Background: an optimization exercise with open tools, aiming at small area. Do not read the settings as production practice. Function was checked by simulation only, so behaviour that the tests miss may differ from the original. The flow treats the clock pin as an ideal source, which a real chip does not have.

Design pulse_oximeter, start of the top module:
module pulse_oximeter (
    input             CLK,
    input             rst_n,
    input             Find_Setting,
    input      [7:0]  V_ADC,
    output reg [6:0]  DC_Comp,
    output reg [3:0]  PGA_Gain,
    output reg        LED_IR,
    output reg        LED_RED,
    output reg [19:0] Out_IR,
    output reg [19:0] Out_RED
);
export LEC_CHECK = 0
export CAP_MARGIN = 20
export CORE_MARGIN = 2
export CORE_UTILIZATION = 75
export PLACE_DENSITY = 0.8
export SLEW_MARGIN = 20
export SYNTH_HIERARCHICAL = 1
create_clock -name core_clock -period 15.0 [get_ports {CLK}]
standard.sh (not shown) runs the stock make flow with config.mk's settings and CLKGATE_MAP_FILE= SYNTH_SCRIPT=/design/flow/synth_recipe.tcl, a recipe that flattens the netlist after the stock synthesis.
==> flow/flow/run.sh <==
#!/bin/bash
# The standard layout (standard.sh), with these changes: the port buffers are
# made from the smallest buffer cell; the clock tree's sink buffers are
# clkbuf_8 (below a clkbuf_16 root), without dummy loads; and after clock
# tree synthesis, fix_clk.tcl replaces the clkbuf_8 that drive flip-flops
# with too high a clock slew by clkbuf_16.
set -e
export BUFFER_PORTS_ARGS="-buffer_cell sky130_fd_sc_hd__buf_1"
export CTS_ARGS='-sink_clustering_enable -repair_clock_nets -root_buf sky130_fd_sc_hd__clkbuf_16 -buf_list {sky130_fd_sc_hd__clkbuf_8} -sink_buffer_max_cap_derate 0.3 -dont_use_dummy_load'
bash standard.sh cts > standard_cts.log 2>&1
RES=$PWD/orfs/results/sky130hd/pulse_oximeter/base CLK_SLEW_PS=90 \
  openroad -no_init -exit flow/fix_clk.tcl > fix_clk.log 2>&1
bash standard.sh > standard.log 2>&1
==> flow/flow/fix_clk.tcl <==
# After clock tree synthesis: every clkbuf_8 of the clock tree that drives a
# flip-flop clock pin whose slew (with placement-estimated parasitics) is
# over the threshold is replaced by a clkbuf_16, and placement is legalised.
set res $::env(RES)
read_liberty $::env(FLOW_HOME)/platforms/sky130hd/lib/sky130_fd_sc_hd__tt_025C_1v80.lib
read_db $res/4_cts.odb
read_sdc $res/4_cts.sdc
source $::env(FLOW_HOME)/platforms/sky130hd/setRC.tcl
estimate_parasitics -placement
set th_ps $::env(CLK_SLEW_PS)
set fix {}
foreach pin [all_registers -clock_pins -edge_triggered] {
  set worst 0
  foreach edge {rise fall} {
    foreach analysis {min max} {
      set s [sta::time_ui_sta [get_property $pin slew_${analysis}_$edge]]
      set worst [expr {max($worst, $s * 1e12)}]
    }
  }
  if {$worst > $th_ps} {
    set net [get_nets -of_objects $pin]
    foreach d [get_pins -of_objects $net -filter "direction==output"] {
      set inst [get_cells -of_objects $d]
      if {[get_property $inst ref_name] eq "sky130_fd_sc_hd__clkbuf_8"} {
        dict set fix [get_full_name $inst] 1
      }
    }
  }
}
foreach name [dict keys $fix] {
  puts "upsize $name"
  replace_cell [get_cells $name] sky130_fd_sc_hd__clkbuf_16
}
puts "upsized [dict size $fix] clock buffers"
detailed_placement
check_placement -verbose
write_db $res/4_cts.odb
The starting point finished with timing, DRC and antenna clean.
Next try:
==> flow/flow/run.sh (replaced) <==
#!/bin/bash
# The standard layout (standard.sh), with two changes: the port buffers are
# made from the smallest buffer cell, and the clock tree is built without
# dummy loads.
set -e
export BUFFER_PORTS_ARGS="-buffer_cell sky130_fd_sc_hd__buf_1"
export CTS_ARGS='-sink_clustering_enable -repair_clock_nets -dont_use_dummy_load'
bash standard.sh > standard.log 2>&1
removed: flow/flow/fix_clk.tcl
After rerunning: Core utilization rises by 0.95 points; cell area rises by 1.2%; synthesized area stays the same; die area is unchanged.


== north ==
Another version of the RTL of pulse_oximeter (not shown whole).
Size in the first run: roughly 1200 cells after synthesis, about 190 flip-flops, ~64 I/O pins, about 0.014 mm^2 of cells after synthesis.
// pulse_oximeter
module pulse_oximeter (
    input             CLK,
    input             rst_n,
    input             Find_Setting,
    input      [7:0]  V_ADC,
    output reg [6:0]  DC_Comp,
    output reg [3:0]  PGA_Gain,
    output reg        LED_IR,
    output reg        LED_RED,
    output reg [19:0] Out_IR,
    output reg [19:0] Out_RED
);
    wire       clk = CLK;
    wire [7:0] Vppg = V_ADC;
    reg        clk_filter;
    wire       en = !clk_filter;
    localparam S0 = 4'b0110,
               S1 = 4'b0000, S9 = 4'b0001, S2 = 4'b0010, S3 = 4'b0011,
               S4 = 4'b0100, S8 = 4'b0101,
               S5 = 4'b1000, S11 = 4'b1001, S6 = 4'b1010, S7 = 4'b1011,
               S10 = 4'b1101;
    reg [3:0] State;
    reg [8:0] cnt;
    reg [6:0] Oth_DC;
    reg [3:0] Oth_Gain;
    wire ir_on = State[3];
    wire [2:0] step = State[2:0];
    wire run  = (step == 3'b101);
    wire half = ir_on;
    wire clip = ir_on ? ((Vppg < 8'd21) | (Vppg > 8'd250))
                      : ((Vppg < 8'd4)  | (Vppg > 8'd250));
    wire low  = Vppg < 8'd150;
    wire [8:0] cnt_next = {cnt[7:0], ~(cnt[8] ^ cnt[4])};
    wire c2   = cnt[1];                      
    wire c4   = cnt[3];                      
    wire c475 = (cnt == 9'b110100001);
    wire q0   = ~cnt[0];                     
    wire qodd = (cnt[0] & ~cnt[1]) | (cnt[2] & ~cnt[3]);    
    wire q023 = ~cnt[0] | (cnt[1] & ~cnt[3]);               
    wire clip_end = (step == 3'b011) & clip;    
    wire toggle   = run & c4;                   
    wire swap     = (clip_end & ir_on) | toggle;
    wire cap_red  = (clip_end & ir_on) | (toggle & ir_on);
    wire cap_ir   = toggle & ~ir_on;
    always @(*) begin
        LED_IR  = ir_on;
        LED_RED = ~ir_on & (step != 3'b110) & ((step != 3'b000) | cnt[0]);
    end
    always @(posedge clk) begin
        if (!rst_n) clk_filter <= 1'b0;
        else        clk_filter <= !clk_filter;
    end
    always @(posedge clk) begin
        if (clip_end | toggle) begin
            Oth_DC   <= DC_Comp;
            Oth_Gain <= PGA_Gain;
        end
    end
    always @(posedge clk) begin
        if (!rst_n) begin
            State    <= S0;
            cnt      <= 9'd0;
            DC_Comp  <= 7'd0;
            PGA_Gain <= 4'd0;
        end else begin
            if (swap) begin
  ...
==> flow/config.mk <==
export PLATFORM = sky130hd
export DESIGN_NAME = pulse_oximeter
export DESIGN_NICKNAME = pulse_oximeter
export VERILOG_FILES = /design/flow/design.v
export SDC_FILE = /design/flow/constraint.sdc
export NUM_CORES = 4
export LEC_CHECK = 0
export CAP_MARGIN = 20
export CORE_MARGIN = 2
export CORE_UTILIZATION = 75
export PLACE_DENSITY = 0.8
export SLEW_MARGIN = 20
export SYNTH_HIERARCHICAL = 1
==> flow/constraint.sdc <==
create_clock -name core_clock -period 15.0 [get_ports {CLK}]
set_input_delay 3.0000 -clock core_clock [delete_from_list [all_inputs] [get_ports {CLK}]]
set_output_delay 3.0000 -clock core_clock [all_outputs]
set_load 0.01 [all_outputs]
==> flow/flow/run.sh <==
#!/bin/bash
# The standard layout (standard.sh), with two changes: the port buffers are
# made from the smallest buffer cell, and the clock tree may use clkbuf_8 as
# well as clkbuf_16, in smaller sink clusters, without dummy loads.
set -e
export BUFFER_PORTS_ARGS="-buffer_cell sky130_fd_sc_hd__buf_1"
export CTS_ARGS='-sink_clustering_enable -repair_clock_nets -root_buf sky130_fd_sc_hd__clkbuf_16 -buf_list {sky130_fd_sc_hd__clkbuf_8} -sink_buffer_max_cap_derate 0.3 -dont_use_dummy_load'
bash standard.sh > standard.log 2>&1
Changes in south relative to north:
-- flow/flow/run.sh --
<<< north, line 3
# made from the smallest buffer cell, and the clock tree may use clkbuf_8 as
# well as clkbuf_16, in smaller sink clusters, without dummy loads.
>>> south, line 3
# made from the smallest buffer cell, and the clock tree's sink buffers are
# clkbuf_8 (below a clkbuf_16 root), without dummy loads.
-- flow/config.mk --
<<< north, line 10
export CORE_UTILIZATION = 75
export PLACE_DENSITY = 0.8
>>> south, line 10
export CORE_UTILIZATION = 85
export PLACE_DENSITY = 0.9
Compared with north, in south buffer share of cell area fell 0.18 points, number of buffers inserted by hold repair at cts flat, final standard cell utilization of the core rose 10 points.
Changes observed in south relative to north: detailed-route wire length on metal 1 has decreased; transition time at the pin with the least slew margin lower.
Diff south..north | clock slew at the register clock pins of the worst setup and hold paths | negligible

-- afterwards: timing with drivers on the ports --
The flow's constraints put no driver on any port. The routed layouts listed below were extracted and timed again, unchanged, in two steps.
Step 1, drivers: a clkbuf_16 drives CLK and a buf_2 each remaining input, both assumed.
Step 2 times the ports against the registers' clock, not the clock port: input delays grow and output delays shrink by t, the midpoint of the rising clock arrivals with the driver on.
a / b / c = ideal ports / drivers / drivers and shift; a / b = the first two.
run	t (ns)	setup WS [ns]	worst hold slack (ns)	cell pins on the clock port's net
the first run of note 1	0.426	3.190 / 3.190 / 3.190	0.364 / 0.364 / 0.364	1
the second run of note 1	0.470	3.167 / 3.167 / 3.167	0.360 / 0.360 / 0.360	1
north	0.422	2.559 / 2.559 / 2.559	0.424 / 0.424 / 0.424	1
south	0.441	2.279 / 2.279 / 2.279	0.424 / 0.424 / 0.424	1
After both steps setup and hold are still met in every run listed.
